Source: an optimization exercise on an open RTL-to-GDS flow (aim: small area, a short achievable clock period and few clock cycles). Production flows keep margins and buffers that such runs may drop. At most, simulation tests tie the RTL to the original design; equivalence was not proved.

==> inputs of run a <==
## RV32core
module RV32core(
		input clk,
		input rst,
		output[29:0] imem_addr,
		input[31:0] imem_rdata,
		output[29:0] dmem_addr,
		output dmem_we,
		output[3:0] dmem_wstrb,
		output[31:0] dmem_wdata,
		input[31:0] dmem_rdata,
		input[4:0] dbg_addr,
		output[31:0] dbg_data,
		output halted
	);
==> module md_unit, before the edit <==
module md_unit(
	input clk, rst,
	input start,                
	input[2:0] f3_in,
	input[4:0] rd_in,
	input[31:0] a_in, b_in,
	input cancel,               
	input slot_free,            
	output active,              
	output[4:0] rd,
	output wr,                  
	output done,                
	output[31:0] res
);
	reg busy, setup;
	reg is_div;
	reg[1:0] op;
	reg[5:0] cnt;
	reg[4:0] rd_r;
	reg wr_r;
	reg[34:0] X;
	reg[31:0] Y;
	reg[33:0] Z;
	reg q_neg, r_neg;
	reg bp;
	wire a_signed = op == 2'b01 || op == 2'b10;
	wire b_signed = op == 2'b01;
	wire last = cnt[1:0] == 2'd3;
	wire[34:0] ax = {{3{a_signed & X[31]}}, X[31:0]};
	wire[8:0] bw = {Y[7:0], bp & ~setup};
	reg[41:0] row [0:5];
	integer j;
	always @* begin
		row[0] = setup ? 42'd0 : {{8{Z[33]}}, Z};
		for(j = 0; j < 4; j = j + 1) begin : booth
			reg one, two, neg;
			reg[34:0] mag;
			one = bw[2*j] ^ bw[2*j+1];
			two = (bw[2*j+2] & ~bw[2*j+1] & ~bw[2*j]) | (~bw[2*j+2] & bw[2*j+1] & bw[2*j]);
			neg = bw[2*j+2];
			mag = one ? ax : two ? {ax[33:0], 1'b0} : 35'd0;
			row[j+1] = {{7{mag[34] ^ neg}}, mag ^ {35{neg}}} << (2*j);
		end
		row[5] = (last & ~b_signed & Y[7]) ? ({{7{ax[34]}}, ax} << 8) : 42'd0;
		row[2][0] = bw[2];
		row[3][2] = bw[4];
		row[4][4] = bw[6];
		row[5][6] = bw[8];
	end
	function [83:0] csa(input[41:0] a, input[41:0] b, input[41:0] c);
		csa = {(a & b | a & c | b & c) << 1, a ^ b ^ c};
	endfunction
	wire[83:0] l1a = csa(row[0], row[1], row[2]);
	wire[83:0] l1b = csa(row[3], row[4], row[5]);
	wire[83:0] l2 = csa(l1a[41:0], l1a[83:42], l1b[41:0]);
	wire[83:0] l3 = csa(l2[41:0], l2[83:42], l1b[83:42]);
	wire[41:0] msum = l3[41:0] + l3[83:42];
	wire[31:0] mul_res = (op == 2'b00) ? {msum[7:0], Y[31:8]} : msum[39:8];
	wire sgn = ~op[0];
	wire a_neg = sgn & X[31];
	wire b_neg = sgn & Y[31];
	wire d_add = q_neg ^ r_neg;
	wire[34:0] diff = {3'b000, Z[31:0]} + (X ^ {35{~d_add}}) + {34'd0, ~d_add};
	wire fits = ~diff[34];
	wire[31:0] Rn = fits ? diff[31:0] : Z[31:0];
	wire[31:0] Qn = {Y[30:0], fits};
	wire[31:0] n_in = setup ? X[31:0] : (op[1] ? Rn : Qn);
	wire n_neg = setup ? a_neg : (op[1] ? r_neg : q_neg);
	wire[31:0] n_out = n_neg ? -n_in : n_in;
	wire[31:0] ua = n_out;
	function [5:0] clz32(input[31:0] x);
		reg[15:0] h;
		reg[7:0] q;
		reg[3:0] e;
		reg[1:0] t;
		begin
			clz32[5] = x == 32'd0;
			clz32[4] = x[31:16] == 16'd0;
			h = clz32[4] ? x[15:0] : x[31:16];
			clz32[3] = h[15:8] == 8'd0;
			q = clz32[3] ? h[7:0] : h[15:8];
			clz32[2] = q[7:4] == 4'd0;
			e = clz32[2] ? q[3:0] : q[7:4];
			clz32[1] = e[3:2] == 2'd0;
			t = clz32[1] ? e[1:0] : e[3:2];
			clz32[0] = ~t[1];
			if(clz32[5]) clz32[4:0] = 5'd0;
		end
	endfunction
	function [31:0] smear(input[31:0] x);
		reg[31:0] y;
		begin
			y = x | (x >> 1);
			y = y | (y >> 2);
			y = y | (y >> 4);
			y = y | (y >> 8);
			smear = y | (y >> 16);
		end
	endfunction
	wire[31:0] ca = X[31:0] ^ {32{a_neg}};
	wire[31:0] cb = Y ^ {32{b_neg}};
	wire[5:0] lza = clz32(ca);
	wire[5:0] lzb = clz32(cb);
	wire[6:0] sdiff = {1'b0, lzb} - {1'b0, lza} + {6'd0, a_neg};
	wire b_zero = Y == 32'd0;
	wire[31:0] ta = smear(ca);
	wire b_big = |(smear(cb) & ~(a_neg ? {ta[30:0], 1'b1} : ta));
	wire early = b_zero | b_big;
	wire[5:0] sh = sdiff[5:0];
	wire[31:0] div_res = setup ? (op[1] ? X[31:0] : {32{b_zero}}) : n_out;
	wire fin = busy & (is_div ? (setup ? early : cnt == 6'd0) : last);
	wire step = busy & ~(fin & ~slot_free);    
	assign active = busy;
	assign rd = rd_r;
	assign wr = wr_r;
	assign done = fin & slot_free;
	assign res = is_div ? div_res : mul_res;
	always @(posedge clk or posedge rst) begin
		if(rst) begin
			busy <= 1'b0;
			setup <= 1'b0;
			wr_r <= 1'b0;
		end
		else if(start) begin
			busy <= 1'b1;
			setup <= 1'b1;
			wr_r <= rd_in != 5'd0;
		end
		else begin
			if(step) setup <= 1'b0;
			if(done) busy <= 1'b0;
			if(cancel) wr_r <= 1'b0;
		end
	end
	always @(posedge clk) begin
		if(start) begin
			X <= {3'b000, a_in};
			Y <= b_in;
			op <= f3_in[1:0];
			is_div <= f3_in[2];
			rd_r <= rd_in;
			cnt <= 6'd0;
		end
		else if(step) begin
			if(!is_div) begin
				Y <= {msum[7:0], Y[31:8]};
				Z <= msum[41:8];
				bp <= Y[7];
				cnt <= cnt + 6'd1;
			end
			else if(setup) begin
				Z <= {2'b00, ua};
				X <= {{3{b_neg}}, Y} << sh;
				Y <= 32'd0;
				cnt <= sh;
				q_neg <= a_neg ^ b_neg;
				r_neg <= a_neg;
			end
			else begin
				Z <= {2'b00, Rn};
				X <= {X[34], X[34:1]};
				Y <= Qn;
				cnt <= cnt - 6'd1;
			end
		end
	end
endmodule
export LEC_CHECK = 0
export CAP_MARGIN = 20
export CELL_PAD_IN_SITES_DETAIL_PLACEMENT = 1
export CORE_MARGIN = 2
export CORE_UTILIZATION = 35
export CTS_CLUSTER_DIAMETER = 120
export CTS_CLUSTER_SIZE = 20
export SETUP_SLACK_MARGIN = 5.0
export SLEW_MARGIN = 20
create_clock -name core_clock -period 13.5 [get_ports {clk}]
standard.sh (not shown) runs the stock make flow with config.mk's settings and CLKGATE_MAP_FILE= SYNTH_SCRIPT=/design/flow/synth_recipe.tcl, a recipe that flattens the netlist after the stock synthesis.
==> flow/flow/run.sh <==
#!/bin/bash
set -euo pipefail
MARGIN=5.75
sed "s/SETUP_SLACK_MARGIN=[0-9.]*/SETUP_SLACK_MARGIN=$MARGIN/" standard.sh > standard_margin.sh
grep -q "SETUP_SLACK_MARGIN=$MARGIN" standard_margin.sh
bash standard_margin.sh > flow.log 2>&1
==> run b (differences from run a) <==
--- a/flow/design.v
+++ b/flow/design.v
@@ -63,3 +63,3 @@
 	reg wr_r;
-	reg[34:0] X;
+	reg[33:0] X;
 	reg[31:0] Y;
@@ -104,4 +104,3 @@
 	wire b_neg = sgn & Y[31];
-	wire d_add = q_neg ^ r_neg;
-	wire[34:0] diff = {3'b000, Z[31:0]} + (X ^ {35{~d_add}}) + {34'd0, ~d_add};
+	wire[34:0] diff = {3'b000, Z[31:0]} - {1'b0, X};
 	wire fits = ~diff[34];
@@ -113,2 +112,3 @@
 	wire[31:0] ua = n_out;
+	wire[31:0] ub = b_neg ? -Y : Y;
 	function [5:0] clz32(input[31:0] x);
@@ -179,3 +179,3 @@
 		if(start) begin
-			X <= {3'b000, a_in};
+			X <= {2'b00, a_in};
 			Y <= b_in;
@@ -195,3 +195,3 @@
 				Z <= {2'b00, ua};
-				X <= {{3{b_neg}}, Y} << sh;
+				X <= {2'b00, ub} << sh;
 				Y <= 32'd0;
@@ -203,3 +203,3 @@
 				Z <= {2'b00, Rn};
-				X <= {X[34], X[34:1]};
+				X <= {1'b0, X[33:1]};
 				Y <= Qn;
--- a/flow/flow/run.sh
+++ b/flow/flow/run.sh
@@ -2,3 +2,3 @@
 set -euo pipefail
-MARGIN=5.75
+MARGIN=5.5
 sed "s/SETUP_SLACK_MARGIN=[0-9.]*/SETUP_SLACK_MARGIN=$MARGIN/" standard.sh > standard_margin.sh
==> comparison table <==
Status: run a complete, no violations; run b complete, no violations
Count of flip-flops and latches: run a 1288; run b 1287
Peak fanout along the critical path: run a 12; run b 33
Slowest cell delay on critical path: run a 0.63 ns; run b 0.88 ns
Fraction of standard cell area that is sequential: run a 36.30%; run b 37.13%
Multi-input combinational cell area: run a 49020 um^2; run b 47960 um^2
Routed length on met2: run a 208900 um; run b 206700 um
Effective utilization at floorplan: run a 35.23%; run b 35.15%
Adder-cell area share of the yosys netlist: run a 6.753%; run b 6.783%
End of the worst register-to-register path: run a ex_b[14]; run b ex_a[4]
Count of state elements after synthesis: run a 1288; run b 1287
Non-clk buf share: run a 8.354%; run b 7.050%
Type of origin of the critical path: run a input pin; run b register
Global-route wire length before repair: run a 699900 um; run b 694900 um
Worst Setup EP: run a dbg_data[22]; run b ex_a[4]
Syn nets: run a 9550; run b 9276
Number of diodes added for antenna fixing: run a 35; run b 48
Number of clock buffer instances in the layout: run a 97; run b 98
Xor and xnor area share after synthesis: run a 3.085%; run b 4.246%
Post-Route Utilization: run a 41.12%; run b 40.29%
Die height: run a 504.5 um; run b 503.3 um
Element type at the critical path end: run a output pin; run b register
Number of global-route vias before repair: run a 87120; run b 86500
Non-CTS inverters: run a 305; run b 331
Testbench counts of run a, summed over its fixed seeds: cycles 22,691.
Testbench counts of run b, summed over its fixed seeds: cycles 22,691.


==> inputs of v38 <==
RV32core, a different RTL version from the one above (not shown whole).
Settings: LEC_CHECK=0, ABC_CLOCK_PERIOD_IN_PS=7000, CAP_MARGIN=20, CELL_PAD_IN_SITES_DETAIL_PLACEMENT=1, CORE_MARGIN=2, CORE_UTILIZATION=35, SETUP_SLACK_MARGIN=5.0, SLEW_MARGIN=20; clock period 13.5 ns.
run.sh (not shown) runs the stock make flow with config.mk's settings and CLKGATE_MAP_FILE= SYNTH_SCRIPT=/design/flow/synth_recipe.tcl, a recipe that flattens the netlist after the stock synthesis.
Stock flow here: none of the scripts above is used.
==> inputs of v9, as changes to v38 <==
ABC_AREA = 1   (was default)
==> notes <==
- Of v38 and v9, v9 has the higher via count (gap 7.8%, measured against v9).
- v9 produced a layout that fails on capacitance limit, slew limit. v38 finished clean.
- In v9 the critical path depth is lower than in v38, by 20.
- Die area: v38 is higher than v9 (about 1%).
- In v9 the synthesized cell count is larger than in v38, by 21%.
- In v38 the register-to-register slack is worse than in v9, by 0.09 ns.
- Between v9 and v38, the lower worst setup slack is in v38 (gap 0.037 ns).
No functional check of the RTL was part of any run of this note.

[re-timing with driven ports]
The flow's constraints put no driver on any port. The routed layouts listed below were extracted and timed again, unchanged, in two steps.
Step 1: set_driving_cell puts a clkbuf_16 on clk and a buf_2 on each other input, an assumption about the parent block.
Step 2, shift: input delay + t, output delay - t, t = (earliest + latest rising clock arrival at the registers) / 2. This alone moves slack from input paths to output paths.
Slacks: ideal ports / drivers / drivers and shift; pairs: ideal ports / drivers.
| run | shift t [ns] | setup slack, ns | worst register clock-pin slew, ns | worst data-port slew with drivers (ns) |
|---|---|---|---|---|
| run a | 0.868 | 5.474 / 5.363 / 4.830 | 0.11 / 0.11 | 0.23 |
| run b | 0.847 | 5.386 / 5.290 / 4.616 | 0.11 / 0.11 | 0.28 |
| v38 | 0.897 | 4.771 / 4.771 / 4.322 | 0.07 / 0.07 | 0.05 |
| v9 | 0.943 | 4.808 / 4.770 / 4.763 | 0.08 / 0.08 | 0.10 |
The setup slack of run b, which loses most, moves by -0.096 ns with the drivers and by -0.770 ns with both steps.
